This is an optimization exercise on Yosys and OpenROAD, whose aim is small area, not a production implementation. Only simulation tests tie the RTL to the original design; equivalence was not proved. The clock port is modelled as an ideal driver, which makes a skipped or thinned clock tree look cheaper than it is; a real chip needs a root buffer or a tree. Power is estimated from default activity; no workload was simulated.

## main
// TLC
module TLC(HG,HY,HR,FG,FY,FR,FL_show,HL_show,time_short,time_long,time_buf,coil,button,rst,clk);
export LEC_CHECK = 0
export CAP_MARGIN = 20
export CORE_MARGIN = 2
export CORE_UTILIZATION = 40
export SLEW_MARGIN = 20
create_clock -name core_clock -period 10.0 [get_ports {clk}]
standard.sh (not shown) runs the stock make flow with config.mk's settings and CLKGATE_MAP_FILE= SYNTH_SCRIPT=/design/flow/synth_recipe.tcl, a recipe that flattens the netlist after the stock synthesis.
==> flow/flow/run.sh <==
#!/bin/bash
# Own layout flow: the standard flow (standard.sh) with these changes:
#  - synthesis: synth_recipe.tcl's passes unchanged (synth -nofsm -noshare, flatten, rename),
#    but ABC maps the logic with area-oriented scripts (flow/area*.abc, smallest result kept)
#    and without full-adder extraction;
#  - port buffers are the smallest buffer cell (buf_1);
#  - clock tree: CTS with a clkbuf_8 root and no dummy loads, then flow/post_cts.tcl drives
#    all registers from the root clock buffer alone.
# ORFS writes each tool's log under orfs/logs; make's own output goes to flow_make.log.
set -euo pipefail
here=$(pwd)
export MY_ABC_DIR=$here/flow
bash standard.sh \
  SYNTH_SCRIPT=$here/flow/my_synth.tcl \
  ADDER_MAP_FILE= \
  "BUFFER_PORTS_ARGS=-buffer_cell sky130_fd_sc_hd__buf_1" \
  "CTS_ARGS=-buf_list sky130_fd_sc_hd__clkbuf_4 -root_buf sky130_fd_sc_hd__clkbuf_8 -dont_use_dummy_load -repair_clock_nets" \
  POST_CTS_TCL=$here/flow/post_cts.tcl \
  finish > $here/flow_make.log 2>&1
==> flow/flow/post_cts.tcl <==
# After CTS: drive every clock sink straight from the root clock buffer, removing the
# leaf buffers that CTS placed below it (the design has few registers, all close together).
set block [ord::get_db_block]
set root [$block findInst clkbuf_0_clk]
if { $root != "NULL" } {
  set rnet ""
  foreach it [$root getITerms] { if { [$it isOutputSignal] } { set rnet [$it getNet] } }
  set leaves {}
  foreach it [$rnet getITerms] {
    set inst [$it getInst]
    if { $inst != $root && [string match "*clkbuf*" [[$inst getMaster] getName]] } { lappend leaves $inst }
  }
  foreach leaf $leaves {
    set lnet ""
    foreach it [$leaf getITerms] { if { [$it isOutputSignal] } { set lnet [$it getNet] } }
    foreach it [$lnet getITerms] {
      if { [$it getInst] != $leaf } { $it disconnect; $it connect $rnet }
    }
    puts "post_cts: removed clock buffer [$leaf getName]"
    odb::dbInst_destroy $leaf
    odb::dbNet_destroy $lnet
  }
  estimate_parasitics -placement
  report_clock_skew
  report_check_types -max_slew -max_capacitance
}
Other scripts of this flow, unchanged in this note and not shown: flow/flow/area0.abc, flow/flow/area1.abc, flow/flow/area2.abc, flow/flow/area3.abc, flow/flow/my_synth.tcl
Modified inputs, the feature branch compared to main
diff --git a/flow/flow/run.sh b/flow/flow/run.sh
--- a/flow/flow/run.sh
+++ b/flow/flow/run.sh
@@ -2 +2 @@
-# Own layout flow: the standard flow (standard.sh) with these changes:
+# Own layout flow: the standard flow (standard.sh) with three changes:
@@ -7,2 +7 @@
-#  - clock tree: CTS with a clkbuf_8 root and no dummy loads, then flow/post_cts.tcl drives
-#    all registers from the root clock buffer alone.
+#  - clock tree: one clkbuf_4 from the clock port to all registers, no dummy loads.
@@ -17,2 +16 @@
-  "CTS_ARGS=-buf_list sky130_fd_sc_hd__clkbuf_4 -root_buf sky130_fd_sc_hd__clkbuf_8 -dont_use_dummy_load -repair_clock_nets" \
-  POST_CTS_TCL=$here/flow/post_cts.tcl \
+  "CTS_ARGS=-buf_list sky130_fd_sc_hd__clkbuf_4 -root_buf sky130_fd_sc_hd__clkbuf_4 -dont_use_dummy_load -repair_clock_nets" \
removed: flow/flow/post_cts.tcl
Results
Count of clock-buffer cells in the layout: the feature branch higher than main
The feature branch: flow completed, timing, DRC and antenna clean
Comparing the feature branch with main, the horizontal die dimension came out essentially unchanged.
Taking main as the reference point, the first-pass GRT wire length of the feature branch rises by 69 um.

* * *

Setup of job 7596:
Starting RTL as in the previous note.
==> flow/config.mk <==
export PLATFORM = sky130hd
export DESIGN_NAME = TLC
export DESIGN_NICKNAME = TLC
export VERILOG_FILES = /design/flow/design.v
export SDC_FILE = /design/flow/constraint.sdc
export NUM_CORES = 4
export LEC_CHECK = 0
export CAP_MARGIN = 20
export CORE_MARGIN = 2
export CORE_UTILIZATION = 30
export SLEW_MARGIN = 20
==> flow/constraint.sdc <==
create_clock -name core_clock -period 10.0 [get_ports {clk}]
set_input_delay 2.0000 -clock core_clock [delete_from_list [all_inputs] [get_ports {clk}]]
set_output_delay 2.0000 -clock core_clock [all_outputs]
set_load 0.01 [all_outputs]
==> flow/flow/run.sh <==
#!/bin/bash
# Own layout flow: the standard flow (standard.sh) with these changes:
#  - synthesis: synth_recipe.tcl's passes unchanged (synth -nofsm -noshare, flatten, rename),
#    but ABC maps the logic with area-oriented scripts (flow/area*.abc, smallest result kept)
#    and without full-adder extraction;
#  - port buffers are the smallest buffer cell (buf_1);
#  - clock tree: CTS with a clkbuf_8 root and no dummy loads, then flow/post_cts.tcl drives
#    all registers from the root clock buffer alone.
# ORFS writes each tool's log under orfs/logs; make's own output goes to flow_make.log.
set -euo pipefail
here=$(pwd)
export MY_ABC_DIR=$here/flow
bash standard.sh \
  SYNTH_SCRIPT=$here/flow/my_synth.tcl \
  ADDER_MAP_FILE= \
  "BUFFER_PORTS_ARGS=-buffer_cell sky130_fd_sc_hd__buf_1" \
  "CTS_ARGS=-buf_list sky130_fd_sc_hd__clkbuf_4 -root_buf sky130_fd_sc_hd__clkbuf_8 -dont_use_dummy_load -repair_clock_nets" \
  POST_CTS_TCL=$here/flow/post_cts.tcl \
  finish > $here/flow_make.log 2>&1
==> flow/flow/area_ds00.abc <==
strash
&get -n
&deepsyn -T 10 -S 0
&put
dch -f
amap -m -F 3
strash
dch -f
amap -m -F 3
topo
==> flow/flow/area_ds01.abc <==
strash
&get -n
&deepsyn -T 10 -S 1
&put
dch -f
amap -m -F 3
strash
dch -f
amap -m -F 3
topo
==> flow/flow/area_ds02.abc <==
strash
&get -n
&deepsyn -T 10 -S 2
&put
dch -f
amap -m -F 3
strash
dch -f
amap -m -F 3
topo
==> flow/flow/area_ds03.abc <==
strash
&get -n
&deepsyn -T 10 -S 3
&put
dch -f
amap -m -F 3
strash
dch -f
amap -m -F 3
topo
==> flow/flow/area_ds04.abc <==
strash
&get -n
&deepsyn -T 10 -S 4
&put
dch -f
amap -m -F 3
strash
dch -f
amap -m -F 3
topo
==> flow/flow/area_ds05.abc <==
strash
&get -n
&deepsyn -T 10 -S 5
&put
dch -f
amap -m -F 3
strash
dch -f
amap -m -F 3
topo
==> flow/flow/area_ds06.abc <==
strash
&get -n
&deepsyn -T 10 -S 6
&put
dch -f
amap -m -F 3
strash
dch -f
amap -m -F 3
topo
==> flow/flow/area_ds07.abc <==
strash
&get -n
&deepsyn -T 10 -S 7
&put
dch -f
amap -m -F 3
strash
dch -f
amap -m -F 3
topo
==> flow/flow/area_ds08.abc <==
strash
&get -n
&deepsyn -T 10 -S 8
&put
dch -f
amap -m -F 3
strash
dch -f
amap -m -F 3
topo
==> flow/flow/area_ds09.abc <==
strash
&get -n
&deepsyn -T 10 -S 9
&put
dch -f
amap -m -F 3
strash
dch -f
amap -m -F 3
topo
==> flow/flow/area_ds10.abc <==
strash
&get -n
&deepsyn -T 10 -S 10
&put
dch -f
amap -m -F 3
strash
dch -f
amap -m -F 3
topo
==> flow/flow/area_ds11.abc <==
strash
&get -n
&deepsyn -T 10 -S 11
&put
dch -f
amap -m -F 3
strash
dch -f
amap -m -F 3
topo
==> flow/flow/area_ds12.abc <==
strash
&get -n
&deepsyn -T 10 -S 12
&put
dch -f
amap -m -F 3
strash
dch -f
amap -m -F 3
topo
==> flow/flow/area_ds13.abc <==
strash
&get -n
&deepsyn -T 10 -S 13
&put
dch -f
amap -m -F 3
strash
dch -f
amap -m -F 3
topo
==> flow/flow/my_synth.tcl <==
# synth_recipe.tcl, except that ABC maps the logic with each of the scripts flow/area*.abc
# (area-oriented) and the smallest result is kept. Registers are mapped before ABC, so the
# register cells and names are those of the standard synthesis.
proc synth {args} { yosys synth -nofsm -noshare {*}$args }
proc abc {args} {
  set i [lsearch -exact $args -script]
  set lib [lindex $args [expr {[lsearch -exact $args -liberty] + 1}]]
  yosys design -save preabc
  set best -1
  set bestarea 1e12
  set n 0
  foreach sc [lsort [glob $::env(MY_ABC_DIR)/area*.abc]] {
    yosys design -load preabc
    set a [lreplace $args [expr {$i+1}] [expr {$i+1}] $sc]
    if { [catch { yosys abc {*}$a } err] } { puts "ABC script $sc failed: $err"; incr n; continue }
    yosys tee -q -o $::env(RESULTS_DIR)/abc_try_$n.txt stat -liberty $lib
    set fp [open $::env(RESULTS_DIR)/abc_try_$n.txt r]; set txt [read $fp]; close $fp
    regexp {Chip area for module[^:]*:\s*([0-9.]+)} $txt -> area
    puts "ABC script $sc: area $area"
    if { $area < $bestarea } { set bestarea $area; set best $n }
    yosys design -save abc_res_$n
    incr n
  }
  puts "Keeping ABC result $best (area $bestarea)"
  yosys design -load abc_res_$best
}
source $::env(SCRIPTS_DIR)/synth.tcl
# left out here: clear keep_hierarchy, flatten, clean up, hide names made inside functions, write 1_2_yosys.v
Other scripts of this flow, unchanged in this note and not shown: flow/flow/area0.abc, flow/flow/post_cts.tcl
Changes in job 6267 relative to job 7596:
--- a/flow/flow/run.sh
+++ b/flow/flow/run.sh
@@ -4 +4,2 @@
-#    but ABC maps the logic with area-oriented scripts (flow/area*.abc, smallest result kept)
+#    but ABC maps the logic with several area-oriented scripts (see flow/my_synth.tcl;
+#    the smallest result is kept)
--- a/flow/flow/my_synth.tcl
+++ b/flow/flow/my_synth.tcl
@@ -1,3 +1,4 @@
-# synth_recipe.tcl, except that ABC maps the logic with each of the scripts flow/area*.abc
-# (area-oriented) and the smallest result is kept. Registers are mapped before ABC, so the
-# register cells and names are those of the standard synthesis.
+# synth_recipe.tcl, except that ABC maps the logic with several area-oriented scripts and the
+# smallest result is kept: flow/area0.abc, and ABC's &deepsyn with seeds 0..15 followed by two
+# or three rounds of dch + amap. Registers are mapped before ABC, so the register cells and
+# names are those of the standard synthesis.
@@ -7,0 +9,15 @@
+  set scripts [list $::env(MY_ABC_DIR)/area0.abc]
+  foreach seed {0 1 2 3 4 5 6 7 8 9 10 11 12 13 14 15} {
+    foreach rounds {2 3} {
+      set f $::env(RESULTS_DIR)/area_s${seed}_r${rounds}.abc
+      set fp [open $f w]
+      puts $fp "strash\n&get -n\n&deepsyn -T 8 -S $seed\n&put"
+      for {set r 0} {$r < $rounds} {incr r} {
+        if { $r > 0 } { puts $fp "strash" }
+        puts $fp "dch -f\namap -m -F 3"
+      }
+      puts $fp "topo"
+      close $fp
+      lappend scripts $f
+    }
+  }
@@ -12 +28 @@
-  foreach sc [lsort [glob $::env(MY_ABC_DIR)/area*.abc]] {
+  foreach sc $scripts {
removed: flow/flow/area_ds00.abc
removed: flow/flow/area_ds01.abc
removed: flow/flow/area_ds02.abc
removed: flow/flow/area_ds03.abc
removed: flow/flow/area_ds04.abc
removed: flow/flow/area_ds05.abc
removed: flow/flow/area_ds06.abc
removed: flow/flow/area_ds07.abc
removed: flow/flow/area_ds08.abc
removed: flow/flow/area_ds09.abc
removed: flow/flow/area_ds10.abc
removed: flow/flow/area_ds11.abc
removed: flow/flow/area_ds12.abc
removed: flow/flow/area_ds13.abc
## What came out
- Job 6267 closes out successfully: all stages finished, all timing, DRC and antenna checks passed.
- Against job 7596, job 6267 reports a sequential share of power that is lower.
- Taking job 7596 as the reference, in job 6267 via count decreased by 15 relative to the old numbers; post-route worst setup slack decreased by 0.051 ns relative to the old numbers; critical-path maximum fanout decreased by 1 relative to the old numbers; part of the power in the clock network decreased by 1.6 points relative to the old numbers; data arrival time of the critical path increased by 0.05 ns relative to the old numbers.
- For maximum ir drop on the vdd rail, dividing the value from job 6267 by the value from job 7596 gives 1.3.
- Taking job 7596 as the reference point, the cell area after placement of job 6267 falls by 0.88%.
- In job 6267, the final cycle utilization of the critical path came out 0.51 points above the value in job 7596.

afterwards: timing with drivers on the ports:
The results above use ideal ports. As a check the final layouts listed here were re-extracted and re-timed, cells and wires unchanged.
Step 1, drivers: a clkbuf_16 drives clk and a buf_2 each remaining input, both assumed.
Step 2, shift: input delay + t, output delay - t, t = (earliest + latest rising clock arrival at the registers) / 2. This alone moves slack from input paths to output paths.
a / b / c = ideal / step 1 / step 2; a / b = the first two.
run | shift t [ns] | slack for setup (ns) | clock arrival spread, ns
main | 0.196 | 4.807 / 4.801 / 4.606 | 0.000 / 0.001
the feature branch | 0.310 | 4.883 / 4.875 / 4.565 | 0.013 / 0.014
job 7596 | 0.195 | 4.640 / 4.648 / 4.453 | 0.005 / 0.005
job 6267 | 0.193 | 4.589 / 4.590 / 4.397 | 0.001 / 0.001
After both steps setup and hold are still met in every run listed. For the feature branch, which loses most, drivers alone change the setup slack by -0.008 ns; drivers and shift together by -0.318 ns.
